Context: an optimization exercise on an open-source flow, tuned for small area, a short achievable clock period and few clock cycles per item. The choices shown serve that exercise and are no tape-out recipe.
Where RTL was checked, it was by simulation tests only, not by an equivalence proof against the original.
Only the layout flow was run in run 2; the RTL was not checked for function there.

==> flow/design.v, too long to show whole: its modules and the start of the top module <==
// module sqrt_binary_search: 880 lines
module sqrt_binary_search (
    input  logic        clk,
    input  logic        rst,         
    input  logic        valid_in,
    input  logic [15:0] x,           
    output logic [15:0] x_sqrt,      
    output logic        valid_out
);
  // ...
==> flow/flow/run.sh <==
#!/bin/bash
# The standard layout (standard.sh), with two changes:
#  - no adder-cell mapping in synthesis (ADDER_MAP_FILE empty): ABC maps the
#    adders from plain gates instead of the slow ha/fa cells;
#  - buf_2 cells as the port buffers (buffer_ports otherwise picks the slow
#    clkdlybuf4s50_1).
set -e
export ADDER_MAP_FILE=
export BUFFER_PORTS_ARGS="-buffer_cell sky130_fd_sc_hd__buf_2"
export SETUP_MOVE_SEQUENCE=sizeup
bash standard.sh  finish > standard.log 2>&1
==> flow/standard.sh <==
#!/bin/bash
# synth_recipe.tcl (not shown) runs the flow's synth.tcl, then flattens the netlist and writes it again
# the make line also repeats each setting of config.mk as NAME=value (left out here)
make -C /OpenROAD-flow-scripts/flow DESIGN_CONFIG=/design/flow/config.mk WORK_HOME=/design/flow/orfs CLKGATE_MAP_FILE= SYNTH_SCRIPT=/design/flow/synth_recipe.tcl "${@:-finish}"
==> flow/config.mk <==
export PLATFORM = sky130hd
export DESIGN_NAME = sqrt_binary_search
export DESIGN_NICKNAME = sqrt_binary_search
export VERILOG_FILES = /design/flow/design.v
export SDC_FILE = /design/flow/constraint.sdc
export NUM_CORES = 4
export LEC_CHECK = 0
export ABC_AREA = 1
export CAP_MARGIN = 20
export CORE_MARGIN = 2
export CORE_UTILIZATION = 40
export CTS_CLUSTER_DIAMETER = 200
export CTS_CLUSTER_SIZE = 40
export PLACE_DENSITY = 0.85
export SETUP_SLACK_MARGIN = 3.5
export SLEW_MARGIN = 20
export TNS_END_PERCENT = 10
==> flow/constraint.sdc <==
create_clock -name core_clock -period 11.0 [get_ports {clk}]
set_input_delay 2.2000 -clock core_clock [delete_from_list [all_inputs] [get_ports {clk}]]
set_output_delay 2.2000 -clock core_clock [all_outputs]
set_load 0.01 [all_outputs]
==> run notes, run 1 <==
outcome finished clean; Seq cells post-synth 18; Post-Synth Simple-Gate Area 52.1%; largest cells by area after synthesis nand2_1 25%, xor2_1 12%, nand3_1 9.7%; dpl ws 3.52 ns; antenna diode count 0; Num CTS Buffers 3; Slowest-stage cell, CP dfxtp_4; ratio of cells with drive above 1 in the final layout 20.8%; Post-CTS Hold Buffers 0; GR Util met3 0.763%; Compound-Gate Fraction of Synth Area 8.19%; setup_tns 0 ns; DRT iter0 DRCs 118; Worst path most repeated cell nand2_1; top cell category multi-input combinational cells; Syn-to-layout area delta 15.5%; slew margin rel. 62.6%; H-tree levels 1; largest net degree at the start of global routing 16; worst-path fanout max 15; DP HPWL 6940 µm; Met1 Routed Length 3840 µm; most frequent cells in the layout 222 x nand2_1, 86 x inv_1, 66 x nand3_1; via/cell ratio 4.94; Crit. End Element output port; Initial Utilization 40.9%; count of multi-input gates 555; post-route ant nets 0; final hold slack 2.10 ns; CP max stage delay 0.50 ns; critical path depth 41; Post-CTS Resized 3; Distinct cells, synth 41; grt peak-use layer met2; Final Hold Violating Endpoints 0
Testbench counts, summed over its fixed seeds: cycles 262,148, items 262,144.
==> module sqrt_binary_search, before the edit <==
module sqrt_binary_search (
    input  logic        clk,
    input  logic        rst,         
    input  logic        valid_in,
    input  logic [15:0] x,           
    output logic [15:0] x_sqrt,      
    output logic        valid_out
);
    wire [2:0] s_a0 = {1'b0, x[15:14]};
    wire [2:0] s_o0 = 3'b111;
    wire [2:0] s_g0_0 = s_a0 & s_o0;
    wire [2:0] s_p0_0 = s_a0 | s_o0;
    wire [2:0] s_g0_1, s_p0_1;
    assign s_g0_1[0] = s_g0_0[0];
    assign s_p0_1[0] = s_p0_0[0];
    assign s_g0_1[1] = s_g0_0[1] | (s_p0_0[1] & s_g0_0[0]);
    assign s_p0_1[1] = s_p0_0[1] & s_p0_0[0];
    assign s_g0_1[2] = s_g0_0[2];
    assign s_p0_1[2] = s_p0_0[2];
    wire [2:0] s_g0_2, s_p0_2;
    assign s_g0_2[0] = s_g0_1[0];
    assign s_p0_2[0] = s_p0_1[0];
    assign s_g0_2[1] = s_g0_1[1];
    assign s_p0_2[1] = s_p0_1[1];
    assign s_g0_2[2] = s_g0_1[2] | (s_p0_1[2] & s_g0_1[1]);
    assign s_p0_2[2] = s_p0_1[2] & s_p0_1[1];
    wire [2:0] s_c0 = {s_g0_2[1:0], 1'b0};
    wire [2:0] s_r1 = s_a0 ^ (s_o0 ^ s_c0);
    wire [0:0] s_q1 = ~s_r1[2];
    wire [3:0] s_a1 = {s_r1[1:0], x[13:12]};
    wire [3:0] s_o1 = {s_q1[0], s_q1 ^ {1{s_q1[0]}}, 2'b11};
    wire [3:0] s_g1_0 = s_a1 & s_o1;
    wire [3:0] s_p1_0 = s_a1 | s_o1;
    wire [3:0] s_g1_1, s_p1_1;
    assign s_g1_1[0] = s_g1_0[0];
    assign s_p1_1[0] = s_p1_0[0];
    assign s_g1_1[1] = s_g1_0[1] | (s_p1_0[1] & s_g1_0[0]);
    assign s_p1_1[1] = s_p1_0[1] & s_p1_0[0];
    assign s_g1_1[2] = s_g1_0[2];
    assign s_p1_1[2] = s_p1_0[2];
    assign s_g1_1[3] = s_g1_0[3] | (s_p1_0[3] & s_g1_0[2]);
    assign s_p1_1[3] = s_p1_0[3] & s_p1_0[2];
    wire [3:0] s_g1_2, s_p1_2;
    assign s_g1_2[0] = s_g1_1[0];
    assign s_p1_2[0] = s_p1_1[0];
    assign s_g1_2[1] = s_g1_1[1];
    assign s_p1_2[1] = s_p1_1[1];
    assign s_g1_2[2] = s_g1_1[2] | (s_p1_1[2] & s_g1_1[1]);
    assign s_p1_2[2] = s_p1_1[2] & s_p1_1[1];
    assign s_g1_2[3] = s_g1_1[3] | (s_p1_1[3] & s_g1_1[1]);
    assign s_p1_2[3] = s_p1_1[3] & s_p1_1[1];
    wire [3:0] s_c1 = {s_g1_2[2:0], 1'b0};
    wire [3:0] s_r2 = s_a1 ^ (s_o1 ^ s_c1);
    wire [1:0] s_q2 = {s_q1, ~s_r2[3]};
    wire [4:0] s_a2 = {s_r2[2:0], x[11:10]};
    wire [4:0] s_o2 = {s_q2[0], s_q2 ^ {2{s_q2[0]}}, 2'b11};
    wire [4:0] s_g2_0 = s_a2 & s_o2;
    wire [4:0] s_p2_0 = s_a2 | s_o2;
    wire [4:0] s_g2_1, s_p2_1;
    assign s_g2_1[0] = s_g2_0[0];
    assign s_p2_1[0] = s_p2_0[0];
    assign s_g2_1[1] = s_g2_0[1] | (s_p2_0[1] & s_g2_0[0]);
    assign s_p2_1[1] = s_p2_0[1] & s_p2_0[0];
    assign s_g2_1[2] = s_g2_0[2];
    assign s_p2_1[2] = s_p2_0[2];
    assign s_g2_1[3] = s_g2_0[3] | (s_p2_0[3] & s_g2_0[2]);
    assign s_p2_1[3] = s_p2_0[3] & s_p2_0[2];
    assign s_g2_1[4] = s_g2_0[4];
    assign s_p2_1[4] = s_p2_0[4];
    wire [4:0] s_g2_2, s_p2_2;
    assign s_g2_2[0] = s_g2_1[0];
    assign s_p2_2[0] = s_p2_1[0];
    assign s_g2_2[1] = s_g2_1[1];
    assign s_p2_2[1] = s_p2_1[1];
    assign s_g2_2[2] = s_g2_1[2] | (s_p2_1[2] & s_g2_1[1]);
    assign s_p2_2[2] = s_p2_1[2] & s_p2_1[1];
    assign s_g2_2[3] = s_g2_1[3] | (s_p2_1[3] & s_g2_1[1]);
    assign s_p2_2[3] = s_p2_1[3] & s_p2_1[1];
    assign s_g2_2[4] = s_g2_1[4];
    assign s_p2_2[4] = s_p2_1[4];
    wire [4:0] s_g2_3, s_p2_3;
    assign s_g2_3[0] = s_g2_2[0];
    assign s_p2_3[0] = s_p2_2[0];
    assign s_g2_3[1] = s_g2_2[1];
    assign s_p2_3[1] = s_p2_2[1];
    assign s_g2_3[2] = s_g2_2[2];
    assign s_p2_3[2] = s_p2_2[2];
    assign s_g2_3[3] = s_g2_2[3];
    assign s_p2_3[3] = s_p2_2[3];
    assign s_g2_3[4] = s_g2_2[4] | (s_p2_2[4] & s_g2_2[3]);
    assign s_p2_3[4] = s_p2_2[4] & s_p2_2[3];
    wire [4:0] s_c2 = {s_g2_3[3:0], 1'b0};
    wire [4:0] s_r3 = s_a2 ^ (s_o2 ^ s_c2);
    wire [2:0] s_q3 = {s_q2, ~s_r3[4]};
    wire [5:0] s_a3 = {s_r3[3:0], x[9:8]};
    wire [5:0] s_o3 = {s_q3[0], s_q3 ^ {3{s_q3[0]}}, 2'b11};
    wire [5:0] s_g3_0 = s_a3 & s_o3;
    wire [5:0] s_p3_0 = s_a3 | s_o3;
    wire [5:0] s_g3_1, s_p3_1;
    assign s_g3_1[0] = s_g3_0[0];
    assign s_p3_1[0] = s_p3_0[0];
    assign s_g3_1[1] = s_g3_0[1] | (s_p3_0[1] & s_g3_0[0]);
    assign s_p3_1[1] = s_p3_0[1] & s_p3_0[0];
    assign s_g3_1[2] = s_g3_0[2];
    assign s_p3_1[2] = s_p3_0[2];
    assign s_g3_1[3] = s_g3_0[3] | (s_p3_0[3] & s_g3_0[2]);
    assign s_p3_1[3] = s_p3_0[3] & s_p3_0[2];
    assign s_g3_1[4] = s_g3_0[4];
    assign s_p3_1[4] = s_p3_0[4];
    assign s_g3_1[5] = s_g3_0[5] | (s_p3_0[5] & s_g3_0[4]);
    assign s_p3_1[5] = s_p3_0[5] & s_p3_0[4];
    wire [5:0] s_g3_2, s_p3_2;
    assign s_g3_2[0] = s_g3_1[0];
    assign s_p3_2[0] = s_p3_1[0];
    assign s_g3_2[1] = s_g3_1[1];
    assign s_p3_2[1] = s_p3_1[1];
    assign s_g3_2[2] = s_g3_1[2] | (s_p3_1[2] & s_g3_1[1]);
    assign s_p3_2[2] = s_p3_1[2] & s_p3_1[1];
    assign s_g3_2[3] = s_g3_1[3] | (s_p3_1[3] & s_g3_1[1]);
    assign s_p3_2[3] = s_p3_1[3] & s_p3_1[1];
    assign s_g3_2[4] = s_g3_1[4];
    assign s_p3_2[4] = s_p3_1[4];
    assign s_g3_2[5] = s_g3_1[5];
    assign s_p3_2[5] = s_p3_1[5];
    wire [5:0] s_g3_3, s_p3_3;
    assign s_g3_3[0] = s_g3_2[0];
    assign s_p3_3[0] = s_p3_2[0];
    assign s_g3_3[1] = s_g3_2[1];
    assign s_p3_3[1] = s_p3_2[1];
    assign s_g3_3[2] = s_g3_2[2];
    assign s_p3_3[2] = s_p3_2[2];
    assign s_g3_3[3] = s_g3_2[3];
    assign s_p3_3[3] = s_p3_2[3];
    assign s_g3_3[4] = s_g3_2[4] | (s_p3_2[4] & s_g3_2[3]);
    assign s_p3_3[4] = s_p3_2[4] & s_p3_2[3];
    assign s_g3_3[5] = s_g3_2[5] | (s_p3_2[5] & s_g3_2[3]);
    assign s_p3_3[5] = s_p3_2[5] & s_p3_2[3];
    wire [5:0] s_c3 = {s_g3_3[4:0], 1'b0};
    wire [5:0] s_r4 = s_a3 ^ (s_o3 ^ s_c3);
    wire [3:0] s_q4 = {s_q3, ~s_r4[5]};
    wire [6:0] s_a4 = {s_r4[4:0], x[7:6]};
    wire [6:0] s_o4 = {s_q4[0], s_q4 ^ {4{s_q4[0]}}, 2'b11};
    wire [6:0] s_g4_0 = s_a4 & s_o4;
    wire [6:0] s_p4_0 = s_a4 | s_o4;
    wire [6:0] s_g4_1, s_p4_1;
    assign s_g4_1[0] = s_g4_0[0];
    assign s_p4_1[0] = s_p4_0[0];
    assign s_g4_1[1] = s_g4_0[1] | (s_p4_0[1] & s_g4_0[0]);
    assign s_p4_1[1] = s_p4_0[1] & s_p4_0[0];
    assign s_g4_1[2] = s_g4_0[2];
    assign s_p4_1[2] = s_p4_0[2];
    assign s_g4_1[3] = s_g4_0[3] | (s_p4_0[3] & s_g4_0[2]);
    assign s_p4_1[3] = s_p4_0[3] & s_p4_0[2];
    assign s_g4_1[4] = s_g4_0[4];
    assign s_p4_1[4] = s_p4_0[4];
    assign s_g4_1[5] = s_g4_0[5] | (s_p4_0[5] & s_g4_0[4]);
    assign s_p4_1[5] = s_p4_0[5] & s_p4_0[4];
    assign s_g4_1[6] = s_g4_0[6];
    assign s_p4_1[6] = s_p4_0[6];
    wire [6:0] s_g4_2, s_p4_2;
    assign s_g4_2[0] = s_g4_1[0];
    assign s_p4_2[0] = s_p4_1[0];
    assign s_g4_2[1] = s_g4_1[1];
    assign s_p4_2[1] = s_p4_1[1];
    assign s_g4_2[2] = s_g4_1[2] | (s_p4_1[2] & s_g4_1[1]);
    assign s_p4_2[2] = s_p4_1[2] & s_p4_1[1];
    assign s_g4_2[3] = s_g4_1[3] | (s_p4_1[3] & s_g4_1[1]);
    assign s_p4_2[3] = s_p4_1[3] & s_p4_1[1];
    assign s_g4_2[4] = s_g4_1[4];
    assign s_p4_2[4] = s_p4_1[4];
    assign s_g4_2[5] = s_g4_1[5];
    assign s_p4_2[5] = s_p4_1[5];
    assign s_g4_2[6] = s_g4_1[6] | (s_p4_1[6] & s_g4_1[5]);
    assign s_p4_2[6] = s_p4_1[6] & s_p4_1[5];
    wire [6:0] s_g4_3, s_p4_3;
    assign s_g4_3[0] = s_g4_2[0];
    assign s_p4_3[0] = s_p4_2[0];
    assign s_g4_3[1] = s_g4_2[1];
    assign s_p4_3[1] = s_p4_2[1];
    assign s_g4_3[2] = s_g4_2[2];
    assign s_p4_3[2] = s_p4_2[2];
    assign s_g4_3[3] = s_g4_2[3];
    assign s_p4_3[3] = s_p4_2[3];
    assign s_g4_3[4] = s_g4_2[4] | (s_p4_2[4] & s_g4_2[3]);
    assign s_p4_3[4] = s_p4_2[4] & s_p4_2[3];
    assign s_g4_3[5] = s_g4_2[5] | (s_p4_2[5] & s_g4_2[3]);
    assign s_p4_3[5] = s_p4_2[5] & s_p4_2[3];
    assign s_g4_3[6] = s_g4_2[6] | (s_p4_2[6] & s_g4_2[3]);
    assign s_p4_3[6] = s_p4_2[6] & s_p4_2[3];
    wire [6:0] s_c4 = {s_g4_3[5:0], 1'b0};
    wire [6:0] s_r5 = s_a4 ^ (s_o4 ^ s_c4);
    wire [4:0] s_q5 = {s_q4, ~s_r5[6]};
    wire [7:0] s_a5 = {s_r5[5:0], x[5:4]};
    wire [7:0] s_o5 = {s_q5[0], s_q5 ^ {5{s_q5[0]}}, 2'b11};
    wire [7:0] s_g5_0 = s_a5 & s_o5;
    wire [7:0] s_p5_0 = s_a5 | s_o5;
    wire [7:0] s_g5_1, s_p5_1;
    assign s_g5_1[0] = s_g5_0[0];
    assign s_p5_1[0] = s_p5_0[0];
    assign s_g5_1[1] = s_g5_0[1] | (s_p5_0[1] & s_g5_0[0]);
    assign s_p5_1[1] = s_p5_0[1] & s_p5_0[0];
    assign s_g5_1[2] = s_g5_0[2];
    assign s_p5_1[2] = s_p5_0[2];
    assign s_g5_1[3] = s_g5_0[3] | (s_p5_0[3] & s_g5_0[2]);
    assign s_p5_1[3] = s_p5_0[3] & s_p5_0[2];
    assign s_g5_1[4] = s_g5_0[4];
    assign s_p5_1[4] = s_p5_0[4];
    assign s_g5_1[5] = s_g5_0[5] | (s_p5_0[5] & s_g5_0[4]);
    assign s_p5_1[5] = s_p5_0[5] & s_p5_0[4];
    assign s_g5_1[6] = s_g5_0[6];
    assign s_p5_1[6] = s_p5_0[6];
    assign s_g5_1[7] = s_g5_0[7] | (s_p5_0[7] & s_g5_0[6]);
    assign s_p5_1[7] = s_p5_0[7] & s_p5_0[6];
    wire [7:0] s_g5_2, s_p5_2;
    assign s_g5_2[0] = s_g5_1[0];
    assign s_p5_2[0] = s_p5_1[0];
    assign s_g5_2[1] = s_g5_1[1];
    assign s_p5_2[1] = s_p5_1[1];
    assign s_g5_2[2] = s_g5_1[2] | (s_p5_1[2] & s_g5_1[1]);
    assign s_p5_2[2] = s_p5_1[2] & s_p5_1[1];
    assign s_g5_2[3] = s_g5_1[3] | (s_p5_1[3] & s_g5_1[1]);
    assign s_p5_2[3] = s_p5_1[3] & s_p5_1[1];
    assign s_g5_2[4] = s_g5_1[4];
    assign s_p5_2[4] = s_p5_1[4];
    assign s_g5_2[5] = s_g5_1[5];
    assign s_p5_2[5] = s_p5_1[5];
    assign s_g5_2[6] = s_g5_1[6] | (s_p5_1[6] & s_g5_1[5]);
    assign s_p5_2[6] = s_p5_1[6] & s_p5_1[5];
    assign s_g5_2[7] = s_g5_1[7] | (s_p5_1[7] & s_g5_1[5]);
    assign s_p5_2[7] = s_p5_1[7] & s_p5_1[5];
    wire [7:0] s_g5_3, s_p5_3;
    assign s_g5_3[0] = s_g5_2[0];
    assign s_p5_3[0] = s_p5_2[0];
    assign s_g5_3[1] = s_g5_2[1];
    assign s_p5_3[1] = s_p5_2[1];
    assign s_g5_3[2] = s_g5_2[2];
    assign s_p5_3[2] = s_p5_2[2];
    assign s_g5_3[3] = s_g5_2[3];
    assign s_p5_3[3] = s_p5_2[3];
    assign s_g5_3[4] = s_g5_2[4] | (s_p5_2[4] & s_g5_2[3]);
    assign s_p5_3[4] = s_p5_2[4] & s_p5_2[3];
    assign s_g5_3[5] = s_g5_2[5] | (s_p5_2[5] & s_g5_2[3]);
    assign s_p5_3[5] = s_p5_2[5] & s_p5_2[3];
    assign s_g5_3[6] = s_g5_2[6] | (s_p5_2[6] & s_g5_2[3]);
    assign s_p5_3[6] = s_p5_2[6] & s_p5_2[3];
    assign s_g5_3[7] = s_g5_2[7] | (s_p5_2[7] & s_g5_2[3]);
    assign s_p5_3[7] = s_p5_2[7] & s_p5_2[3];
    wire [7:0] s_c5 = {s_g5_3[6:0], 1'b0};
    wire [7:0] s_r6 = s_a5 ^ (s_o5 ^ s_c5);
    wire [5:0] s_q6 = {s_q5, ~s_r6[7]};
    wire [8:0] s_a6 = {s_r6[6:0], x[3:2]};
    wire [8:0] s_o6 = {s_q6[0], s_q6 ^ {6{s_q6[0]}}, 2'b11};
    wire [8:0] s_g6_0 = s_a6 & s_o6;
    wire [8:0] s_p6_0 = s_a6 | s_o6;
    wire [8:0] s_g6_1, s_p6_1;
    assign s_g6_1[0] = s_g6_0[0];
    assign s_p6_1[0] = s_p6_0[0];
    assign s_g6_1[1] = s_g6_0[1] | (s_p6_0[1] & s_g6_0[0]);
    assign s_p6_1[1] = s_p6_0[1] & s_p6_0[0];
    assign s_g6_1[2] = s_g6_0[2];
    assign s_p6_1[2] = s_p6_0[2];
    assign s_g6_1[3] = s_g6_0[3] | (s_p6_0[3] & s_g6_0[2]);
    assign s_p6_1[3] = s_p6_0[3] & s_p6_0[2];
    assign s_g6_1[4] = s_g6_0[4];
    assign s_p6_1[4] = s_p6_0[4];
    assign s_g6_1[5] = s_g6_0[5] | (s_p6_0[5] & s_g6_0[4]);
    assign s_p6_1[5] = s_p6_0[5] & s_p6_0[4];
    assign s_g6_1[6] = s_g6_0[6];
    assign s_p6_1[6] = s_p6_0[6];
    assign s_g6_1[7] = s_g6_0[7] | (s_p6_0[7] & s_g6_0[6]);
    assign s_p6_1[7] = s_p6_0[7] & s_p6_0[6];
    assign s_g6_1[8] = s_g6_0[8];
    assign s_p6_1[8] = s_p6_0[8];
    wire [8:0] s_g6_2, s_p6_2;
    assign s_g6_2[0] = s_g6_1[0];
    assign s_p6_2[0] = s_p6_1[0];
    assign s_g6_2[1] = s_g6_1[1];
    assign s_p6_2[1] = s_p6_1[1];
    assign s_g6_2[2] = s_g6_1[2] | (s_p6_1[2] & s_g6_1[1]);
    assign s_p6_2[2] = s_p6_1[2] & s_p6_1[1];
    assign s_g6_2[3] = s_g6_1[3] | (s_p6_1[3] & s_g6_1[1]);
    assign s_p6_2[3] = s_p6_1[3] & s_p6_1[1];
    assign s_g6_2[4] = s_g6_1[4];
    assign s_p6_2[4] = s_p6_1[4];
    assign s_g6_2[5] = s_g6_1[5];
    assign s_p6_2[5] = s_p6_1[5];
    assign s_g6_2[6] = s_g6_1[6] | (s_p6_1[6] & s_g6_1[5]);
    assign s_p6_2[6] = s_p6_1[6] & s_p6_1[5];
    assign s_g6_2[7] = s_g6_1[7] | (s_p6_1[7] & s_g6_1[5]);
    assign s_p6_2[7] = s_p6_1[7] & s_p6_1[5];
    assign s_g6_2[8] = s_g6_1[8];
    assign s_p6_2[8] = s_p6_1[8];
    wire [8:0] s_g6_3, s_p6_3;
    assign s_g6_3[0] = s_g6_2[0];
    assign s_p6_3[0] = s_p6_2[0];
    assign s_g6_3[1] = s_g6_2[1];
    assign s_p6_3[1] = s_p6_2[1];
    assign s_g6_3[2] = s_g6_2[2];
    assign s_p6_3[2] = s_p6_2[2];
    assign s_g6_3[3] = s_g6_2[3];
    assign s_p6_3[3] = s_p6_2[3];
    assign s_g6_3[4] = s_g6_2[4] | (s_p6_2[4] & s_g6_2[3]);
    assign s_p6_3[4] = s_p6_2[4] & s_p6_2[3];
    assign s_g6_3[5] = s_g6_2[5] | (s_p6_2[5] & s_g6_2[3]);
    assign s_p6_3[5] = s_p6_2[5] & s_p6_2[3];
    assign s_g6_3[6] = s_g6_2[6] | (s_p6_2[6] & s_g6_2[3]);
    assign s_p6_3[6] = s_p6_2[6] & s_p6_2[3];
    assign s_g6_3[7] = s_g6_2[7] | (s_p6_2[7] & s_g6_2[3]);
    assign s_p6_3[7] = s_p6_2[7] & s_p6_2[3];
    assign s_g6_3[8] = s_g6_2[8];
    assign s_p6_3[8] = s_p6_2[8];
    wire [8:0] s_g6_4, s_p6_4;
    assign s_g6_4[0] = s_g6_3[0];
    assign s_p6_4[0] = s_p6_3[0];
    assign s_g6_4[1] = s_g6_3[1];
    assign s_p6_4[1] = s_p6_3[1];
    assign s_g6_4[2] = s_g6_3[2];
    assign s_p6_4[2] = s_p6_3[2];
    assign s_g6_4[3] = s_g6_3[3];
    assign s_p6_4[3] = s_p6_3[3];
    assign s_g6_4[4] = s_g6_3[4];
    assign s_p6_4[4] = s_p6_3[4];
    assign s_g6_4[5] = s_g6_3[5];
    assign s_p6_4[5] = s_p6_3[5];
    assign s_g6_4[6] = s_g6_3[6];
    assign s_p6_4[6] = s_p6_3[6];
    assign s_g6_4[7] = s_g6_3[7];
    assign s_p6_4[7] = s_p6_3[7];
    assign s_g6_4[8] = s_g6_3[8] | (s_p6_3[8] & s_g6_3[7]);
    assign s_p6_4[8] = s_p6_3[8] & s_p6_3[7];
    wire [8:0] s_c6 = {s_g6_4[7:0], 1'b0};
    wire [8:0] s_r7 = s_a6 ^ (s_o6 ^ s_c6);
    wire [6:0] s_q7 = {s_q6, ~s_r7[8]};
    wire [9:0] s_a7 = {s_r7[7:0], x[1:0]};
    wire [9:0] s_o7 = {s_q7[0], s_q7 ^ {7{s_q7[0]}}, 2'b11};
    wire [9:0] s_g7_0 = s_a7 & s_o7;
    wire [9:0] s_p7_0 = s_a7 | s_o7;
    wire [9:0] s_g7_1, s_p7_1;
    assign s_g7_1[0] = s_g7_0[0];
    assign s_p7_1[0] = s_p7_0[0];
    assign s_g7_1[1] = s_g7_0[1] | (s_p7_0[1] & s_g7_0[0]);
    assign s_p7_1[1] = s_p7_0[1] & s_p7_0[0];
    assign s_g7_1[2] = s_g7_0[2];
    assign s_p7_1[2] = s_p7_0[2];
    assign s_g7_1[3] = s_g7_0[3] | (s_p7_0[3] & s_g7_0[2]);
    assign s_p7_1[3] = s_p7_0[3] & s_p7_0[2];
    assign s_g7_1[4] = s_g7_0[4];
    assign s_p7_1[4] = s_p7_0[4];
    assign s_g7_1[5] = s_g7_0[5] | (s_p7_0[5] & s_g7_0[4]);
    assign s_p7_1[5] = s_p7_0[5] & s_p7_0[4];
    assign s_g7_1[6] = s_g7_0[6];
    assign s_p7_1[6] = s_p7_0[6];
    assign s_g7_1[7] = s_g7_0[7] | (s_p7_0[7] & s_g7_0[6]);
    assign s_p7_1[7] = s_p7_0[7] & s_p7_0[6];
    assign s_g7_1[8] = s_g7_0[8];
    assign s_p7_1[8] = s_p7_0[8];
    assign s_g7_1[9] = s_g7_0[9] | (s_p7_0[9] & s_g7_0[8]);
    assign s_p7_1[9] = s_p7_0[9] & s_p7_0[8];
    wire [9:0] s_g7_2, s_p7_2;
    assign s_g7_2[0] = s_g7_1[0];
    assign s_p7_2[0] = s_p7_1[0];
    assign s_g7_2[1] = s_g7_1[1];
    assign s_p7_2[1] = s_p7_1[1];
    assign s_g7_2[2] = s_g7_1[2] | (s_p7_1[2] & s_g7_1[1]);
    assign s_p7_2[2] = s_p7_1[2] & s_p7_1[1];
    assign s_g7_2[3] = s_g7_1[3] | (s_p7_1[3] & s_g7_1[1]);
    assign s_p7_2[3] = s_p7_1[3] & s_p7_1[1];
    assign s_g7_2[4] = s_g7_1[4];
    assign s_p7_2[4] = s_p7_1[4];
    assign s_g7_2[5] = s_g7_1[5];
    assign s_p7_2[5] = s_p7_1[5];
    assign s_g7_2[6] = s_g7_1[6] | (s_p7_1[6] & s_g7_1[5]);
    assign s_p7_2[6] = s_p7_1[6] & s_p7_1[5];
    assign s_g7_2[7] = s_g7_1[7] | (s_p7_1[7] & s_g7_1[5]);
    assign s_p7_2[7] = s_p7_1[7] & s_p7_1[5];
    assign s_g7_2[8] = s_g7_1[8];
    assign s_p7_2[8] = s_p7_1[8];
    assign s_g7_2[9] = s_g7_1[9];
    assign s_p7_2[9] = s_p7_1[9];
    wire [9:0] s_g7_3, s_p7_3;
    assign s_g7_3[0] = s_g7_2[0];
    assign s_p7_3[0] = s_p7_2[0];
    assign s_g7_3[1] = s_g7_2[1];
    assign s_p7_3[1] = s_p7_2[1];
    assign s_g7_3[2] = s_g7_2[2];
    assign s_p7_3[2] = s_p7_2[2];
    assign s_g7_3[3] = s_g7_2[3];
    assign s_p7_3[3] = s_p7_2[3];
    assign s_g7_3[4] = s_g7_2[4] | (s_p7_2[4] & s_g7_2[3]);
    assign s_p7_3[4] = s_p7_2[4] & s_p7_2[3];
    assign s_g7_3[5] = s_g7_2[5] | (s_p7_2[5] & s_g7_2[3]);
    assign s_p7_3[5] = s_p7_2[5] & s_p7_2[3];
    assign s_g7_3[6] = s_g7_2[6] | (s_p7_2[6] & s_g7_2[3]);
    assign s_p7_3[6] = s_p7_2[6] & s_p7_2[3];
    assign s_g7_3[7] = s_g7_2[7] | (s_p7_2[7] & s_g7_2[3]);
    assign s_p7_3[7] = s_p7_2[7] & s_p7_2[3];
    assign s_g7_3[8] = s_g7_2[8];
    assign s_p7_3[8] = s_p7_2[8];
    assign s_g7_3[9] = s_g7_2[9];
    assign s_p7_3[9] = s_p7_2[9];
    wire [9:0] s_g7_4, s_p7_4;
    assign s_g7_4[0] = s_g7_3[0];
    assign s_p7_4[0] = s_p7_3[0];
    assign s_g7_4[1] = s_g7_3[1];
    assign s_p7_4[1] = s_p7_3[1];
    assign s_g7_4[2] = s_g7_3[2];
    assign s_p7_4[2] = s_p7_3[2];
    assign s_g7_4[3] = s_g7_3[3];
    assign s_p7_4[3] = s_p7_3[3];
    assign s_g7_4[4] = s_g7_3[4];
    assign s_p7_4[4] = s_p7_3[4];
    assign s_g7_4[5] = s_g7_3[5];
    assign s_p7_4[5] = s_p7_3[5];
    assign s_g7_4[6] = s_g7_3[6];
    assign s_p7_4[6] = s_p7_3[6];
    assign s_g7_4[7] = s_g7_3[7];
    assign s_p7_4[7] = s_p7_3[7];
    assign s_g7_4[8] = s_g7_3[8] | (s_p7_3[8] & s_g7_3[7]);
    assign s_p7_4[8] = s_p7_3[8] & s_p7_3[7];
    assign s_g7_4[9] = s_g7_3[9] | (s_p7_3[9] & s_g7_3[7]);
    assign s_p7_4[9] = s_p7_3[9] & s_p7_3[7];
    wire [9:0] s_c7 = {s_g7_4[8:0], 1'b0};
    wire [9:0] s_r8 = s_a7 ^ (s_o7 ^ s_c7);
    wire [7:0] s_q8 = {s_q7, ~s_r8[9]};
    logic [7:0] q_r;
    logic [9:0] r_r;
    logic v_r;
    always_ff @(posedge clk) begin
        if (rst) v_r <= 1'b0;
        else     v_r <= valid_in;
        q_r <= s_q8;
        r_r <= s_r8;
    end
    wire [10:0] t_a8 = {r_r[8:0], 2'b00};
    wire [10:0] t_o8 = {q_r[0], q_r ^ {8{q_r[0]}}, 2'b11};
    wire [10:0] t_g8_0 = t_a8 & t_o8;
    wire [10:0] t_p8_0 = t_a8 | t_o8;
    wire [10:0] t_g8_1, t_p8_1;
    assign t_g8_1[0] = t_g8_0[0];
    assign t_p8_1[0] = t_p8_0[0];
    assign t_g8_1[1] = t_g8_0[1] | (t_p8_0[1] & t_g8_0[0]);
    assign t_p8_1[1] = t_p8_0[1] & t_p8_0[0];
    assign t_g8_1[2] = t_g8_0[2];
    assign t_p8_1[2] = t_p8_0[2];
    assign t_g8_1[3] = t_g8_0[3] | (t_p8_0[3] & t_g8_0[2]);
    assign t_p8_1[3] = t_p8_0[3] & t_p8_0[2];
    assign t_g8_1[4] = t_g8_0[4];
    assign t_p8_1[4] = t_p8_0[4];
    assign t_g8_1[5] = t_g8_0[5] | (t_p8_0[5] & t_g8_0[4]);
    assign t_p8_1[5] = t_p8_0[5] & t_p8_0[4];
    assign t_g8_1[6] = t_g8_0[6];
    assign t_p8_1[6] = t_p8_0[6];
    assign t_g8_1[7] = t_g8_0[7] | (t_p8_0[7] & t_g8_0[6]);
    assign t_p8_1[7] = t_p8_0[7] & t_p8_0[6];
    assign t_g8_1[8] = t_g8_0[8];
    assign t_p8_1[8] = t_p8_0[8];
    assign t_g8_1[9] = t_g8_0[9] | (t_p8_0[9] & t_g8_0[8]);
    assign t_p8_1[9] = t_p8_0[9] & t_p8_0[8];
    assign t_g8_1[10] = t_g8_0[10];
    assign t_p8_1[10] = t_p8_0[10];
    wire [10:0] t_g8_2, t_p8_2;
    assign t_g8_2[0] = t_g8_1[0];
    assign t_p8_2[0] = t_p8_1[0];
    assign t_g8_2[1] = t_g8_1[1];
    assign t_p8_2[1] = t_p8_1[1];
    assign t_g8_2[2] = t_g8_1[2] | (t_p8_1[2] & t_g8_1[1]);
    assign t_p8_2[2] = t_p8_1[2] & t_p8_1[1];
    assign t_g8_2[3] = t_g8_1[3] | (t_p8_1[3] & t_g8_1[1]);
    assign t_p8_2[3] = t_p8_1[3] & t_p8_1[1];
    assign t_g8_2[4] = t_g8_1[4];
    assign t_p8_2[4] = t_p8_1[4];
    assign t_g8_2[5] = t_g8_1[5];
    assign t_p8_2[5] = t_p8_1[5];
    assign t_g8_2[6] = t_g8_1[6] | (t_p8_1[6] & t_g8_1[5]);
    assign t_p8_2[6] = t_p8_1[6] & t_p8_1[5];
    assign t_g8_2[7] = t_g8_1[7] | (t_p8_1[7] & t_g8_1[5]);
    assign t_p8_2[7] = t_p8_1[7] & t_p8_1[5];
    assign t_g8_2[8] = t_g8_1[8];
    assign t_p8_2[8] = t_p8_1[8];
    assign t_g8_2[9] = t_g8_1[9];
    assign t_p8_2[9] = t_p8_1[9];
    assign t_g8_2[10] = t_g8_1[10] | (t_p8_1[10] & t_g8_1[9]);
    assign t_p8_2[10] = t_p8_1[10] & t_p8_1[9];
    wire [10:0] t_g8_3, t_p8_3;
    assign t_g8_3[0] = t_g8_2[0];
    assign t_p8_3[0] = t_p8_2[0];
    assign t_g8_3[1] = t_g8_2[1];
    assign t_p8_3[1] = t_p8_2[1];
    assign t_g8_3[2] = t_g8_2[2];
    assign t_p8_3[2] = t_p8_2[2];
    assign t_g8_3[3] = t_g8_2[3];
    assign t_p8_3[3] = t_p8_2[3];
    assign t_g8_3[4] = t_g8_2[4] | (t_p8_2[4] & t_g8_2[3]);
    assign t_p8_3[4] = t_p8_2[4] & t_p8_2[3];
    assign t_g8_3[5] = t_g8_2[5] | (t_p8_2[5] & t_g8_2[3]);
    assign t_p8_3[5] = t_p8_2[5] & t_p8_2[3];
    assign t_g8_3[6] = t_g8_2[6] | (t_p8_2[6] & t_g8_2[3]);
    assign t_p8_3[6] = t_p8_2[6] & t_p8_2[3];
    assign t_g8_3[7] = t_g8_2[7] | (t_p8_2[7] & t_g8_2[3]);
    assign t_p8_3[7] = t_p8_2[7] & t_p8_2[3];
    assign t_g8_3[8] = t_g8_2[8];
    assign t_p8_3[8] = t_p8_2[8];
    assign t_g8_3[9] = t_g8_2[9];
    assign t_p8_3[9] = t_p8_2[9];
    assign t_g8_3[10] = t_g8_2[10];
    assign t_p8_3[10] = t_p8_2[10];
    wire [10:0] t_g8_4, t_p8_4;
    assign t_g8_4[0] = t_g8_3[0];
    assign t_p8_4[0] = t_p8_3[0];
    assign t_g8_4[1] = t_g8_3[1];
    assign t_p8_4[1] = t_p8_3[1];
    assign t_g8_4[2] = t_g8_3[2];
    assign t_p8_4[2] = t_p8_3[2];
    assign t_g8_4[3] = t_g8_3[3];
    assign t_p8_4[3] = t_p8_3[3];
    assign t_g8_4[4] = t_g8_3[4];
    assign t_p8_4[4] = t_p8_3[4];
    assign t_g8_4[5] = t_g8_3[5];
    assign t_p8_4[5] = t_p8_3[5];
    assign t_g8_4[6] = t_g8_3[6];
    assign t_p8_4[6] = t_p8_3[6];
    assign t_g8_4[7] = t_g8_3[7];
    assign t_p8_4[7] = t_p8_3[7];
    assign t_g8_4[8] = t_g8_3[8] | (t_p8_3[8] & t_g8_3[7]);
    assign t_p8_4[8] = t_p8_3[8] & t_p8_3[7];
    assign t_g8_4[9] = t_g8_3[9] | (t_p8_3[9] & t_g8_3[7]);
    assign t_p8_4[9] = t_p8_3[9] & t_p8_3[7];
    assign t_g8_4[10] = t_g8_3[10] | (t_p8_3[10] & t_g8_3[7]);
    assign t_p8_4[10] = t_p8_3[10] & t_p8_3[7];
    wire [10:0] t_c8 = {t_g8_4[9:0], 1'b0};
    wire [10:0] t_r9 = t_a8 ^ (t_o8 ^ t_c8);
    wire [8:0] t_q9 = {q_r, ~t_r9[10]};
    wire [11:0] t_a9 = {t_r9[9:0], 2'b00};
    wire [11:0] t_o9 = {t_q9[0], t_q9 ^ {9{t_q9[0]}}, 2'b11};
    wire [11:0] t_g9_0 = t_a9 & t_o9;
    wire [11:0] t_p9_0 = t_a9 | t_o9;
    wire [11:0] t_g9_1, t_p9_1;
    assign t_g9_1[0] = t_g9_0[0];
    assign t_p9_1[0] = t_p9_0[0];
    assign t_g9_1[1] = t_g9_0[1] | (t_p9_0[1] & t_g9_0[0]);
    assign t_p9_1[1] = t_p9_0[1] & t_p9_0[0];
    assign t_g9_1[2] = t_g9_0[2];
    assign t_p9_1[2] = t_p9_0[2];
    assign t_g9_1[3] = t_g9_0[3] | (t_p9_0[3] & t_g9_0[2]);
    assign t_p9_1[3] = t_p9_0[3] & t_p9_0[2];
    assign t_g9_1[4] = t_g9_0[4];
    assign t_p9_1[4] = t_p9_0[4];
    assign t_g9_1[5] = t_g9_0[5] | (t_p9_0[5] & t_g9_0[4]);
    assign t_p9_1[5] = t_p9_0[5] & t_p9_0[4];
    assign t_g9_1[6] = t_g9_0[6];
    assign t_p9_1[6] = t_p9_0[6];
    assign t_g9_1[7] = t_g9_0[7] | (t_p9_0[7] & t_g9_0[6]);
    assign t_p9_1[7] = t_p9_0[7] & t_p9_0[6];
    assign t_g9_1[8] = t_g9_0[8];
    assign t_p9_1[8] = t_p9_0[8];
    assign t_g9_1[9] = t_g9_0[9] | (t_p9_0[9] & t_g9_0[8]);
    assign t_p9_1[9] = t_p9_0[9] & t_p9_0[8];
    assign t_g9_1[10] = t_g9_0[10];
    assign t_p9_1[10] = t_p9_0[10];
    assign t_g9_1[11] = t_g9_0[11] | (t_p9_0[11] & t_g9_0[10]);
    assign t_p9_1[11] = t_p9_0[11] & t_p9_0[10];
    wire [11:0] t_g9_2, t_p9_2;
    assign t_g9_2[0] = t_g9_1[0];
    assign t_p9_2[0] = t_p9_1[0];
    assign t_g9_2[1] = t_g9_1[1];
    assign t_p9_2[1] = t_p9_1[1];
    assign t_g9_2[2] = t_g9_1[2] | (t_p9_1[2] & t_g9_1[1]);
    assign t_p9_2[2] = t_p9_1[2] & t_p9_1[1];
    assign t_g9_2[3] = t_g9_1[3] | (t_p9_1[3] & t_g9_1[1]);
    assign t_p9_2[3] = t_p9_1[3] & t_p9_1[1];
    assign t_g9_2[4] = t_g9_1[4];
    assign t_p9_2[4] = t_p9_1[4];
    assign t_g9_2[5] = t_g9_1[5];
    assign t_p9_2[5] = t_p9_1[5];
    assign t_g9_2[6] = t_g9_1[6] | (t_p9_1[6] & t_g9_1[5]);
    assign t_p9_2[6] = t_p9_1[6] & t_p9_1[5];
    assign t_g9_2[7] = t_g9_1[7] | (t_p9_1[7] & t_g9_1[5]);
    assign t_p9_2[7] = t_p9_1[7] & t_p9_1[5];
    assign t_g9_2[8] = t_g9_1[8];
    assign t_p9_2[8] = t_p9_1[8];
    assign t_g9_2[9] = t_g9_1[9];
    assign t_p9_2[9] = t_p9_1[9];
    assign t_g9_2[10] = t_g9_1[10] | (t_p9_1[10] & t_g9_1[9]);
    assign t_p9_2[10] = t_p9_1[10] & t_p9_1[9];
    assign t_g9_2[11] = t_g9_1[11] | (t_p9_1[11] & t_g9_1[9]);
    assign t_p9_2[11] = t_p9_1[11] & t_p9_1[9];
    wire [11:0] t_g9_3, t_p9_3;
    assign t_g9_3[0] = t_g9_2[0];
    assign t_p9_3[0] = t_p9_2[0];
    assign t_g9_3[1] = t_g9_2[1];
    assign t_p9_3[1] = t_p9_2[1];
    assign t_g9_3[2] = t_g9_2[2];
    assign t_p9_3[2] = t_p9_2[2];
    assign t_g9_3[3] = t_g9_2[3];
    assign t_p9_3[3] = t_p9_2[3];
    assign t_g9_3[4] = t_g9_2[4] | (t_p9_2[4] & t_g9_2[3]);
    assign t_p9_3[4] = t_p9_2[4] & t_p9_2[3];
    assign t_g9_3[5] = t_g9_2[5] | (t_p9_2[5] & t_g9_2[3]);
    assign t_p9_3[5] = t_p9_2[5] & t_p9_2[3];
    assign t_g9_3[6] = t_g9_2[6] | (t_p9_2[6] & t_g9_2[3]);
    assign t_p9_3[6] = t_p9_2[6] & t_p9_2[3];
    assign t_g9_3[7] = t_g9_2[7] | (t_p9_2[7] & t_g9_2[3]);
    assign t_p9_3[7] = t_p9_2[7] & t_p9_2[3];
    assign t_g9_3[8] = t_g9_2[8];
    assign t_p9_3[8] = t_p9_2[8];
    assign t_g9_3[9] = t_g9_2[9];
    assign t_p9_3[9] = t_p9_2[9];
    assign t_g9_3[10] = t_g9_2[10];
    assign t_p9_3[10] = t_p9_2[10];
    assign t_g9_3[11] = t_g9_2[11];
    assign t_p9_3[11] = t_p9_2[11];
    wire [11:0] t_g9_4, t_p9_4;
    assign t_g9_4[0] = t_g9_3[0];
    assign t_p9_4[0] = t_p9_3[0];
    assign t_g9_4[1] = t_g9_3[1];
    assign t_p9_4[1] = t_p9_3[1];
    assign t_g9_4[2] = t_g9_3[2];
    assign t_p9_4[2] = t_p9_3[2];
    assign t_g9_4[3] = t_g9_3[3];
    assign t_p9_4[3] = t_p9_3[3];
    assign t_g9_4[4] = t_g9_3[4];
    assign t_p9_4[4] = t_p9_3[4];
    assign t_g9_4[5] = t_g9_3[5];
    assign t_p9_4[5] = t_p9_3[5];
    assign t_g9_4[6] = t_g9_3[6];
    assign t_p9_4[6] = t_p9_3[6];
    assign t_g9_4[7] = t_g9_3[7];
    assign t_p9_4[7] = t_p9_3[7];
    assign t_g9_4[8] = t_g9_3[8] | (t_p9_3[8] & t_g9_3[7]);
    assign t_p9_4[8] = t_p9_3[8] & t_p9_3[7];
    assign t_g9_4[9] = t_g9_3[9] | (t_p9_3[9] & t_g9_3[7]);
    assign t_p9_4[9] = t_p9_3[9] & t_p9_3[7];
    assign t_g9_4[10] = t_g9_3[10] | (t_p9_3[10] & t_g9_3[7]);
    assign t_p9_4[10] = t_p9_3[10] & t_p9_3[7];
    assign t_g9_4[11] = t_g9_3[11] | (t_p9_3[11] & t_g9_3[7]);
    assign t_p9_4[11] = t_p9_3[11] & t_p9_3[7];
    wire [11:0] t_c9 = {t_g9_4[10:0], 1'b0};
    wire [11:0] t_r10 = t_a9 ^ (t_o9 ^ t_c9);
    wire [9:0] t_q10 = {t_q9, ~t_r10[11]};
    wire [12:0] t_a10 = {t_r10[10:0], 2'b00};
    wire [12:0] t_o10 = {t_q10[0], t_q10 ^ {10{t_q10[0]}}, 2'b11};
    wire [12:0] t_g10_0 = t_a10 & t_o10;
    wire [12:0] t_p10_0 = t_a10 | t_o10;
    wire [12:0] t_g10_1, t_p10_1;
    assign t_g10_1[0] = t_g10_0[0];
    assign t_p10_1[0] = t_p10_0[0];
    assign t_g10_1[1] = t_g10_0[1] | (t_p10_0[1] & t_g10_0[0]);
    assign t_p10_1[1] = t_p10_0[1] & t_p10_0[0];
    assign t_g10_1[2] = t_g10_0[2];
    assign t_p10_1[2] = t_p10_0[2];
    assign t_g10_1[3] = t_g10_0[3] | (t_p10_0[3] & t_g10_0[2]);
    assign t_p10_1[3] = t_p10_0[3] & t_p10_0[2];
    assign t_g10_1[4] = t_g10_0[4];
    assign t_p10_1[4] = t_p10_0[4];
    assign t_g10_1[5] = t_g10_0[5] | (t_p10_0[5] & t_g10_0[4]);
    assign t_p10_1[5] = t_p10_0[5] & t_p10_0[4];
    assign t_g10_1[6] = t_g10_0[6];
    assign t_p10_1[6] = t_p10_0[6];
    assign t_g10_1[7] = t_g10_0[7] | (t_p10_0[7] & t_g10_0[6]);
    assign t_p10_1[7] = t_p10_0[7] & t_p10_0[6];
    assign t_g10_1[8] = t_g10_0[8];
    assign t_p10_1[8] = t_p10_0[8];
    assign t_g10_1[9] = t_g10_0[9] | (t_p10_0[9] & t_g10_0[8]);
    assign t_p10_1[9] = t_p10_0[9] & t_p10_0[8];
    assign t_g10_1[10] = t_g10_0[10];
    assign t_p10_1[10] = t_p10_0[10];
    assign t_g10_1[11] = t_g10_0[11] | (t_p10_0[11] & t_g10_0[10]);
    assign t_p10_1[11] = t_p10_0[11] & t_p10_0[10];
    assign t_g10_1[12] = t_g10_0[12];
    assign t_p10_1[12] = t_p10_0[12];
    wire [12:0] t_g10_2, t_p10_2;
    assign t_g10_2[0] = t_g10_1[0];
    assign t_p10_2[0] = t_p10_1[0];
    assign t_g10_2[1] = t_g10_1[1];
    assign t_p10_2[1] = t_p10_1[1];
    assign t_g10_2[2] = t_g10_1[2] | (t_p10_1[2] & t_g10_1[1]);
    assign t_p10_2[2] = t_p10_1[2] & t_p10_1[1];
    assign t_g10_2[3] = t_g10_1[3] | (t_p10_1[3] & t_g10_1[1]);
    assign t_p10_2[3] = t_p10_1[3] & t_p10_1[1];
    assign t_g10_2[4] = t_g10_1[4];
    assign t_p10_2[4] = t_p10_1[4];
    assign t_g10_2[5] = t_g10_1[5];
    assign t_p10_2[5] = t_p10_1[5];
    assign t_g10_2[6] = t_g10_1[6] | (t_p10_1[6] & t_g10_1[5]);
    assign t_p10_2[6] = t_p10_1[6] & t_p10_1[5];
    assign t_g10_2[7] = t_g10_1[7] | (t_p10_1[7] & t_g10_1[5]);
    assign t_p10_2[7] = t_p10_1[7] & t_p10_1[5];
    assign t_g10_2[8] = t_g10_1[8];
    assign t_p10_2[8] = t_p10_1[8];
    assign t_g10_2[9] = t_g10_1[9];
    assign t_p10_2[9] = t_p10_1[9];
    assign t_g10_2[10] = t_g10_1[10] | (t_p10_1[10] & t_g10_1[9]);
    assign t_p10_2[10] = t_p10_1[10] & t_p10_1[9];
    assign t_g10_2[11] = t_g10_1[11] | (t_p10_1[11] & t_g10_1[9]);
    assign t_p10_2[11] = t_p10_1[11] & t_p10_1[9];
    assign t_g10_2[12] = t_g10_1[12];
    assign t_p10_2[12] = t_p10_1[12];
    wire [12:0] t_g10_3, t_p10_3;
    assign t_g10_3[0] = t_g10_2[0];
    assign t_p10_3[0] = t_p10_2[0];
    assign t_g10_3[1] = t_g10_2[1];
    assign t_p10_3[1] = t_p10_2[1];
    assign t_g10_3[2] = t_g10_2[2];
    assign t_p10_3[2] = t_p10_2[2];
    assign t_g10_3[3] = t_g10_2[3];
    assign t_p10_3[3] = t_p10_2[3];
    assign t_g10_3[4] = t_g10_2[4] | (t_p10_2[4] & t_g10_2[3]);
    assign t_p10_3[4] = t_p10_2[4] & t_p10_2[3];
    assign t_g10_3[5] = t_g10_2[5] | (t_p10_2[5] & t_g10_2[3]);
    assign t_p10_3[5] = t_p10_2[5] & t_p10_2[3];
    assign t_g10_3[6] = t_g10_2[6] | (t_p10_2[6] & t_g10_2[3]);
    assign t_p10_3[6] = t_p10_2[6] & t_p10_2[3];
    assign t_g10_3[7] = t_g10_2[7] | (t_p10_2[7] & t_g10_2[3]);
    assign t_p10_3[7] = t_p10_2[7] & t_p10_2[3];
    assign t_g10_3[8] = t_g10_2[8];
    assign t_p10_3[8] = t_p10_2[8];
    assign t_g10_3[9] = t_g10_2[9];
    assign t_p10_3[9] = t_p10_2[9];
    assign t_g10_3[10] = t_g10_2[10];
    assign t_p10_3[10] = t_p10_2[10];
    assign t_g10_3[11] = t_g10_2[11];
    assign t_p10_3[11] = t_p10_2[11];
    assign t_g10_3[12] = t_g10_2[12] | (t_p10_2[12] & t_g10_2[11]);
    assign t_p10_3[12] = t_p10_2[12] & t_p10_2[11];
    wire [12:0] t_g10_4, t_p10_4;
    assign t_g10_4[0] = t_g10_3[0];
    assign t_p10_4[0] = t_p10_3[0];
    assign t_g10_4[1] = t_g10_3[1];
    assign t_p10_4[1] = t_p10_3[1];
    assign t_g10_4[2] = t_g10_3[2];
    assign t_p10_4[2] = t_p10_3[2];
    assign t_g10_4[3] = t_g10_3[3];
    assign t_p10_4[3] = t_p10_3[3];
    assign t_g10_4[4] = t_g10_3[4];
    assign t_p10_4[4] = t_p10_3[4];
    assign t_g10_4[5] = t_g10_3[5];
    assign t_p10_4[5] = t_p10_3[5];
    assign t_g10_4[6] = t_g10_3[6];
    assign t_p10_4[6] = t_p10_3[6];
    assign t_g10_4[7] = t_g10_3[7];
    assign t_p10_4[7] = t_p10_3[7];
    assign t_g10_4[8] = t_g10_3[8] | (t_p10_3[8] & t_g10_3[7]);
    assign t_p10_4[8] = t_p10_3[8] & t_p10_3[7];
    assign t_g10_4[9] = t_g10_3[9] | (t_p10_3[9] & t_g10_3[7]);
    assign t_p10_4[9] = t_p10_3[9] & t_p10_3[7];
    assign t_g10_4[10] = t_g10_3[10] | (t_p10_3[10] & t_g10_3[7]);
    assign t_p10_4[10] = t_p10_3[10] & t_p10_3[7];
    assign t_g10_4[11] = t_g10_3[11] | (t_p10_3[11] & t_g10_3[7]);
    assign t_p10_4[11] = t_p10_3[11] & t_p10_3[7];
    assign t_g10_4[12] = t_g10_3[12] | (t_p10_3[12] & t_g10_3[7]);
    assign t_p10_4[12] = t_p10_3[12] & t_p10_3[7];
    wire [12:0] t_c10 = {t_g10_4[11:0], 1'b0};
    wire [12:0] t_r11 = t_a10 ^ (t_o10 ^ t_c10);
    wire [10:0] t_q11 = {t_q10, ~t_r11[12]};
    wire [13:0] t_a11 = {t_r11[11:0], 2'b00};
    wire [13:0] t_o11 = {t_q11[0], t_q11 ^ {11{t_q11[0]}}, 2'b11};
    wire [13:0] t_g11_0 = t_a11 & t_o11;
    wire [13:0] t_p11_0 = t_a11 | t_o11;
    wire [13:0] t_g11_1, t_p11_1;
    assign t_g11_1[0] = t_g11_0[0];
    assign t_p11_1[0] = t_p11_0[0];
    assign t_g11_1[1] = t_g11_0[1] | (t_p11_0[1] & t_g11_0[0]);
    assign t_p11_1[1] = t_p11_0[1] & t_p11_0[0];
    assign t_g11_1[2] = t_g11_0[2];
    assign t_p11_1[2] = t_p11_0[2];
    assign t_g11_1[3] = t_g11_0[3] | (t_p11_0[3] & t_g11_0[2]);
    assign t_p11_1[3] = t_p11_0[3] & t_p11_0[2];
    assign t_g11_1[4] = t_g11_0[4];
    assign t_p11_1[4] = t_p11_0[4];
    assign t_g11_1[5] = t_g11_0[5] | (t_p11_0[5] & t_g11_0[4]);
    assign t_p11_1[5] = t_p11_0[5] & t_p11_0[4];
    assign t_g11_1[6] = t_g11_0[6];
    assign t_p11_1[6] = t_p11_0[6];
    assign t_g11_1[7] = t_g11_0[7] | (t_p11_0[7] & t_g11_0[6]);
    assign t_p11_1[7] = t_p11_0[7] & t_p11_0[6];
    assign t_g11_1[8] = t_g11_0[8];
    assign t_p11_1[8] = t_p11_0[8];
    assign t_g11_1[9] = t_g11_0[9] | (t_p11_0[9] & t_g11_0[8]);
    assign t_p11_1[9] = t_p11_0[9] & t_p11_0[8];
    assign t_g11_1[10] = t_g11_0[10];
    assign t_p11_1[10] = t_p11_0[10];
    assign t_g11_1[11] = t_g11_0[11] | (t_p11_0[11] & t_g11_0[10]);
    assign t_p11_1[11] = t_p11_0[11] & t_p11_0[10];
    assign t_g11_1[12] = t_g11_0[12];
    assign t_p11_1[12] = t_p11_0[12];
    assign t_g11_1[13] = t_g11_0[13] | (t_p11_0[13] & t_g11_0[12]);
    assign t_p11_1[13] = t_p11_0[13] & t_p11_0[12];
    wire [13:0] t_g11_2, t_p11_2;
    assign t_g11_2[0] = t_g11_1[0];
    assign t_p11_2[0] = t_p11_1[0];
    assign t_g11_2[1] = t_g11_1[1];
    assign t_p11_2[1] = t_p11_1[1];
    assign t_g11_2[2] = t_g11_1[2] | (t_p11_1[2] & t_g11_1[1]);
    assign t_p11_2[2] = t_p11_1[2] & t_p11_1[1];
    assign t_g11_2[3] = t_g11_1[3] | (t_p11_1[3] & t_g11_1[1]);
    assign t_p11_2[3] = t_p11_1[3] & t_p11_1[1];
    assign t_g11_2[4] = t_g11_1[4];
    assign t_p11_2[4] = t_p11_1[4];
    assign t_g11_2[5] = t_g11_1[5];
    assign t_p11_2[5] = t_p11_1[5];
    assign t_g11_2[6] = t_g11_1[6] | (t_p11_1[6] & t_g11_1[5]);
    assign t_p11_2[6] = t_p11_1[6] & t_p11_1[5];
    assign t_g11_2[7] = t_g11_1[7] | (t_p11_1[7] & t_g11_1[5]);
    assign t_p11_2[7] = t_p11_1[7] & t_p11_1[5];
    assign t_g11_2[8] = t_g11_1[8];
    assign t_p11_2[8] = t_p11_1[8];
    assign t_g11_2[9] = t_g11_1[9];
    assign t_p11_2[9] = t_p11_1[9];
    assign t_g11_2[10] = t_g11_1[10] | (t_p11_1[10] & t_g11_1[9]);
    assign t_p11_2[10] = t_p11_1[10] & t_p11_1[9];
    assign t_g11_2[11] = t_g11_1[11] | (t_p11_1[11] & t_g11_1[9]);
    assign t_p11_2[11] = t_p11_1[11] & t_p11_1[9];
    assign t_g11_2[12] = t_g11_1[12];
    assign t_p11_2[12] = t_p11_1[12];
    assign t_g11_2[13] = t_g11_1[13];
    assign t_p11_2[13] = t_p11_1[13];
    wire [13:0] t_g11_3, t_p11_3;
    assign t_g11_3[0] = t_g11_2[0];
    assign t_p11_3[0] = t_p11_2[0];
    assign t_g11_3[1] = t_g11_2[1];
    assign t_p11_3[1] = t_p11_2[1];
    assign t_g11_3[2] = t_g11_2[2];
    assign t_p11_3[2] = t_p11_2[2];
    assign t_g11_3[3] = t_g11_2[3];
    assign t_p11_3[3] = t_p11_2[3];
    assign t_g11_3[4] = t_g11_2[4] | (t_p11_2[4] & t_g11_2[3]);
    assign t_p11_3[4] = t_p11_2[4] & t_p11_2[3];
    assign t_g11_3[5] = t_g11_2[5] | (t_p11_2[5] & t_g11_2[3]);
    assign t_p11_3[5] = t_p11_2[5] & t_p11_2[3];
    assign t_g11_3[6] = t_g11_2[6] | (t_p11_2[6] & t_g11_2[3]);
    assign t_p11_3[6] = t_p11_2[6] & t_p11_2[3];
    assign t_g11_3[7] = t_g11_2[7] | (t_p11_2[7] & t_g11_2[3]);
    assign t_p11_3[7] = t_p11_2[7] & t_p11_2[3];
    assign t_g11_3[8] = t_g11_2[8];
    assign t_p11_3[8] = t_p11_2[8];
    assign t_g11_3[9] = t_g11_2[9];
    assign t_p11_3[9] = t_p11_2[9];
    assign t_g11_3[10] = t_g11_2[10];
    assign t_p11_3[10] = t_p11_2[10];
    assign t_g11_3[11] = t_g11_2[11];
    assign t_p11_3[11] = t_p11_2[11];
    assign t_g11_3[12] = t_g11_2[12] | (t_p11_2[12] & t_g11_2[11]);
    assign t_p11_3[12] = t_p11_2[12] & t_p11_2[11];
    assign t_g11_3[13] = t_g11_2[13] | (t_p11_2[13] & t_g11_2[11]);
    assign t_p11_3[13] = t_p11_2[13] & t_p11_2[11];
    wire [13:0] t_g11_4, t_p11_4;
    assign t_g11_4[0] = t_g11_3[0];
    assign t_p11_4[0] = t_p11_3[0];
    assign t_g11_4[1] = t_g11_3[1];
    assign t_p11_4[1] = t_p11_3[1];
    assign t_g11_4[2] = t_g11_3[2];
    assign t_p11_4[2] = t_p11_3[2];
    assign t_g11_4[3] = t_g11_3[3];
    assign t_p11_4[3] = t_p11_3[3];
    assign t_g11_4[4] = t_g11_3[4];
    assign t_p11_4[4] = t_p11_3[4];
    assign t_g11_4[5] = t_g11_3[5];
    assign t_p11_4[5] = t_p11_3[5];
    assign t_g11_4[6] = t_g11_3[6];
    assign t_p11_4[6] = t_p11_3[6];
    assign t_g11_4[7] = t_g11_3[7];
    assign t_p11_4[7] = t_p11_3[7];
    assign t_g11_4[8] = t_g11_3[8] | (t_p11_3[8] & t_g11_3[7]);
    assign t_p11_4[8] = t_p11_3[8] & t_p11_3[7];
    assign t_g11_4[9] = t_g11_3[9] | (t_p11_3[9] & t_g11_3[7]);
    assign t_p11_4[9] = t_p11_3[9] & t_p11_3[7];
    assign t_g11_4[10] = t_g11_3[10] | (t_p11_3[10] & t_g11_3[7]);
    assign t_p11_4[10] = t_p11_3[10] & t_p11_3[7];
    assign t_g11_4[11] = t_g11_3[11] | (t_p11_3[11] & t_g11_3[7]);
    assign t_p11_4[11] = t_p11_3[11] & t_p11_3[7];
    assign t_g11_4[12] = t_g11_3[12] | (t_p11_3[12] & t_g11_3[7]);
    assign t_p11_4[12] = t_p11_3[12] & t_p11_3[7];
    assign t_g11_4[13] = t_g11_3[13] | (t_p11_3[13] & t_g11_3[7]);
    assign t_p11_4[13] = t_p11_3[13] & t_p11_3[7];
    wire [13:0] t_c11 = {t_g11_4[12:0], 1'b0};
    wire [13:0] t_r12 = t_a11 ^ (t_o11 ^ t_c11);
    wire [11:0] t_q12 = {t_q11, ~t_r12[13]};
    assign x_sqrt    = {4'd0, t_q12};
    assign valid_out = v_r;
endmodule
==> run 2, diff against run 1 <==
--- a/flow/design.v
+++ b/flow/design.v
@@ -422,17 +422,20 @@
     wire [9:0] s_c7 = {s_g7_4[8:0], 1'b0};
     wire [9:0] s_r8 = s_a7 ^ (s_o7 ^ s_c7);
     wire [7:0] s_q8 = {s_q7, ~s_r8[9]};
-    logic [7:0] q_r;
+    logic s_r;                
+    logic [6:0] o_r;      
     logic [9:0] r_r;
     logic v_r;
     always_ff @(posedge clk) begin
         if (rst) v_r <= 1'b0;
         else     v_r <= valid_in;
-        q_r <= s_q8;
+        s_r <= s_q8[0];
+        o_r <= s_q8[7:1] ^ {7{s_q8[0]}};
         r_r <= s_r8;
     end
+    wire [7:0] q_r = {o_r ^ {7{s_r}}, s_r};
     wire [10:0] t_a8 = {r_r[8:0], 2'b00};
-    wire [10:0] t_o8 = {q_r[0], q_r ^ {8{q_r[0]}}, 2'b11};
+    wire [10:0] t_o8 = {s_r, o_r, 1'b0, 2'b11};
     wire [10:0] t_g8_0 = t_a8 & t_o8;
     wire [10:0] t_p8_0 = t_a8 | t_o8;
     wire [10:0] t_g8_1, t_p8_1;
--- a/flow/flow/run.sh
+++ b/flow/flow/run.sh
@@ -8,4 +8,4 @@
 export ADDER_MAP_FILE=
 export BUFFER_PORTS_ARGS="-buffer_cell sky130_fd_sc_hd__buf_2"
 export SETUP_MOVE_SEQUENCE=sizeup
-bash standard.sh  finish > standard.log 2>&1
+bash standard.sh > standard.log 2>&1
--- a/flow/config.mk
+++ b/flow/config.mk
@@ -9,8 +9,6 @@
 export CAP_MARGIN = 20
 export CORE_MARGIN = 2
 export CORE_UTILIZATION = 40
-export CTS_CLUSTER_DIAMETER = 200
-export CTS_CLUSTER_SIZE = 40
 export PLACE_DENSITY = 0.85
 export SETUP_SLACK_MARGIN = 3.5
 export SLEW_MARGIN = 20
==> run 2 against run 1 <==
Against the previous run:
- clock-buffer cell count increased by 1
- cell count increased by 2.6%
- largest cell class unchanged
- die area increased by 3.4%
- via count increased by 1.6%
- final area increased by 2.2%
- area after synthesis increased by 3.6%
==> run notes, run 2 <==
vias in the first global route 3,629 (was 3,450); Total GRT Usage 17.0% (was 16.7%); slew margin rel. 58.4% (was 62.6%); Post-CTS Repair Setup Buffers 0 (unchanged); Syn-to-layout area delta 14.0% (was 15.5%); Crit. End Element output port (unchanged); main combinational cell family by area after synthesis simple AND/OR/NAND/NOR gates (unchanged); final setup vio count 0 (unchanged); Initial Utilization 40.6% (was 40.9%); root buf cell clkbuf_8 (unchanged); Cells after Synth 673 (was 675); ratio of cells with drive above 1 in the final layout 23.0% (was 20.8%); Longest Clk Path Bufs 2 (unchanged); Die Width 103 µm (was 101 µm); crit path DAT 4.99 ns (was 5.00 ns); sequential area share after synthesis 9.25% (was 9.58%); Slowest-stage cell, CP dfxtp_4 (unchanged); YS warnings 1 (unchanged); hold path depth 2 (unchanged); max_cap viols 0 (unchanged); RSZ-0062 raised after global routing yes (unchanged); routability congestion estimate from global placement 0.945 (was 0.938); outcome finished clean (unchanged); Die Y 103 µm (was 101 µm); DRT Wirelength 9110 µm (was 8770 µm); Post-CTS Hold Buffers 0 (unchanged); Core Area 0.00959 mm² (was 0.00920 mm²); I/O Buffers 31 (unchanged); Vias 4,084 (was 4,019); largest registers r_r x9, o_r x7 (was r_r x9, q_r x8, v_r x1); Layout fillers 1,003 (was 951); clk slew on worst S/H paths 0.06 ns (about the same); die area 0.0105 mm² (was 0.0102 mm²); Synth Area per Inst 5.79 µm² (was 5.57 µm²); Clock Sinks 18 (unchanged); antenna diode count 0 (unchanged); DRT iter0 DRCs 141 (was 118); post-synthesis mux area share 0% (unchanged); top cell type's share of synthesized area 21.8% (was 24.9%); most common cell after layout, fill and taps aside nand2_1 (unchanged); drt pass-1 iters 5 (unchanged); setup_tns 0 ns (unchanged); boundary pin count 36 (unchanged); critical path depth 41 (unchanged); delay-heaviest family, CP simple AND/OR/NAND/NOR gates (unchanged); max-slew violations 0 (unchanged); mapped cell area 0.00389 mm² (was 0.00376 mm²); post-route ant nets 0 (unchanged); asr flop ratio synth 0% (unchanged); Nets 721 (was 723); crit path time final 7.19 ns (was 7.20 ns); Core Util, Final 46.3% (was 47.2%); count leader, synth nand2_1 (unchanged); DP HPWL 7290 µm (was 6940 µm); row count 36 (was 35); worst-path fanout max 13 (was 15); max reg flops 9 (unchanged); Worst path most repeated cell nand2_2 (was nand2_1); WS Path Type reg2out (unchanged); largest net degree at the start of global routing 14 (was 16); adder-cell area share of the yosys netlist 0% (unchanged); H-tree levels 1 (unchanged); wire per inst 10.9 µm (was 10.8 µm); crit path launch type register (unchanged); Post-synth EDFFs 0 (unchanged); Worst Path Buf+Inv 5 (was 7); largest cells by area after synthesis nand2_1 22%, xor2_1 10%, nand3_1 9.4% (was nand2_1 25%, xor2_1 12%, nand3_1 9.7%); fin crit share 65.4% (was 65.5%); data required time of the critical path 8.80 ns (about the same); CP max stage delay 0.39 ns (was 0.50 ns); # DRC 0 (unchanged); Compound-Gate Fraction of Synth Area 6.94% (was 8.19%); Post-CTS Resized 5 (was 3); area leader, netlist nand2_1 (unchanged); Num CTS Buffers 3 (unchanged); antenna violations before repair 0 (unchanged); Worst Hold Class in2reg (unchanged); grt total ovfl 0 (unchanged); Worst-Margin Slew 0.619 ns (was 0.559 ns); Max Freq 139 MHz (about the same); Final Hold Violating Endpoints 0 (unchanged); Post-synth top cells 226 x nand2_1, 85 x inv_1, 73 x nand3_1 (was 249 x nand2_1, 86 x inv_1, 73 x nand3_1); via/cell ratio 4.90 (was 4.94); most frequent cells in the layout 206 x nand2_1, 84 x inv_1, 68 x nand3_1 (was 222 x nand2_1, 86 x inv_1, 66 x nand3_1); Distinct cells, synth 42 (was 41); CTS tree built (unchanged); xor/xnor share of the synthesized area 19.2% (was 18.5%); Largest Register r_r (unchanged); top_reg_cell synth dfxtp_1 (unchanged); Post-Synth Simple-Gate Area 52.4% (was 52.1%); first-pass GRT wire length 15,000 µm (was 14,400 µm); Seq cells post-synth 18 (unchanged)
## run 2: cell types whose count changed in the layout (fill, tap and decap cells not counted), sizes merged, moves of 3 or more
cell / before / now
nand3b: 3 / 9
xnor2: 19 / 25
nand2: 268 / 263
a21o: 5 / 2
or2: 8 / 5
xor2: 56 / 53
## run 2: per-stage QoR
step	area [µm²]	std cells	hold slack, ns	worst slack (ns)
after floorplan	3910	676	2.26	4.54
after global placement	4130	830	2.35	3.65
after detailed placement	4130	830	2.36	3.49
after CTS	4210	834	2.08	3.52
after global routing	4440	834	2.11	3.39
final	4440	834	2.09	3.81
## run 2: cell type report
cell class	instances	area, µm²	share of cell area (%)
Multi-Input combinational cell	552	3310	74.6
Inverter	96	384	8.65
Sequential cell	18	367	8.26
Tap cell	133	166	3.75
Timing Repair Buffer	31	155	3.49
Clock buffer	4	55.1	1.24
## run 2: cell families (layout without fill, tap and decap cells)
| kind of cell | after synthesis | count (layout) |
|---|---|---|
| buffers and inverters | 106 | 131 |
| other | 1 | 4 |
| AND/OR/NAND/NOR | 427 | 427 |
| AO/OA/AOI/OAI | 43 | 43 |
| flip-flops | 18 | 18 |
| XOR/XNOR | 78 | 78 |
## run 2: worst paths after layout
kind                from         to  slack (ns)
hold / removal       rst        v_r        2.09
setup / recovery  o_r[0]  x_sqrt[0]        3.81
## run 2: metal layers
metal,part of all wire [%],GRT usage (%)
met1,44,20.7
met2,52,31.9
met3,2.9,0.542
met4,1.4,5.74
met5,0,0

[afterwards: timing with drivers on the ports]
In the flow no input, the clock included, has a driving cell. The finished layouts below were timed again as built, in two steps.
Step 1 sets driving cells, clkbuf_16 on the clock port and buf_2 on the other inputs (assumed; they add their load-dependent delay and slew).
Step 2 also shifts input and output timing later by t, the mid clock arrival at the registers, as if the neighbouring blocks saw the same clock.
Three values: no drivers, after step 1, after step 2; two values: the first two.
| run | shift t [ns] | setup slack, ns | clock arrival spread, ns | slew at the worst register clock pin (ns) | worst slew at a driven data input, ns |
|---|---|---|---|---|---|
| run 1 | 0.276 | 3.800 / 3.775 / 3.938 | 0.003 / 0.003 | 0.06 / 0.06 | 0.03 |
| run 2 | 0.279 | 3.806 / 3.780 / 3.886 | 0.004 / 0.003 | 0.06 / 0.06 | 0.03 |
After both steps setup and hold are still met in every run listed.
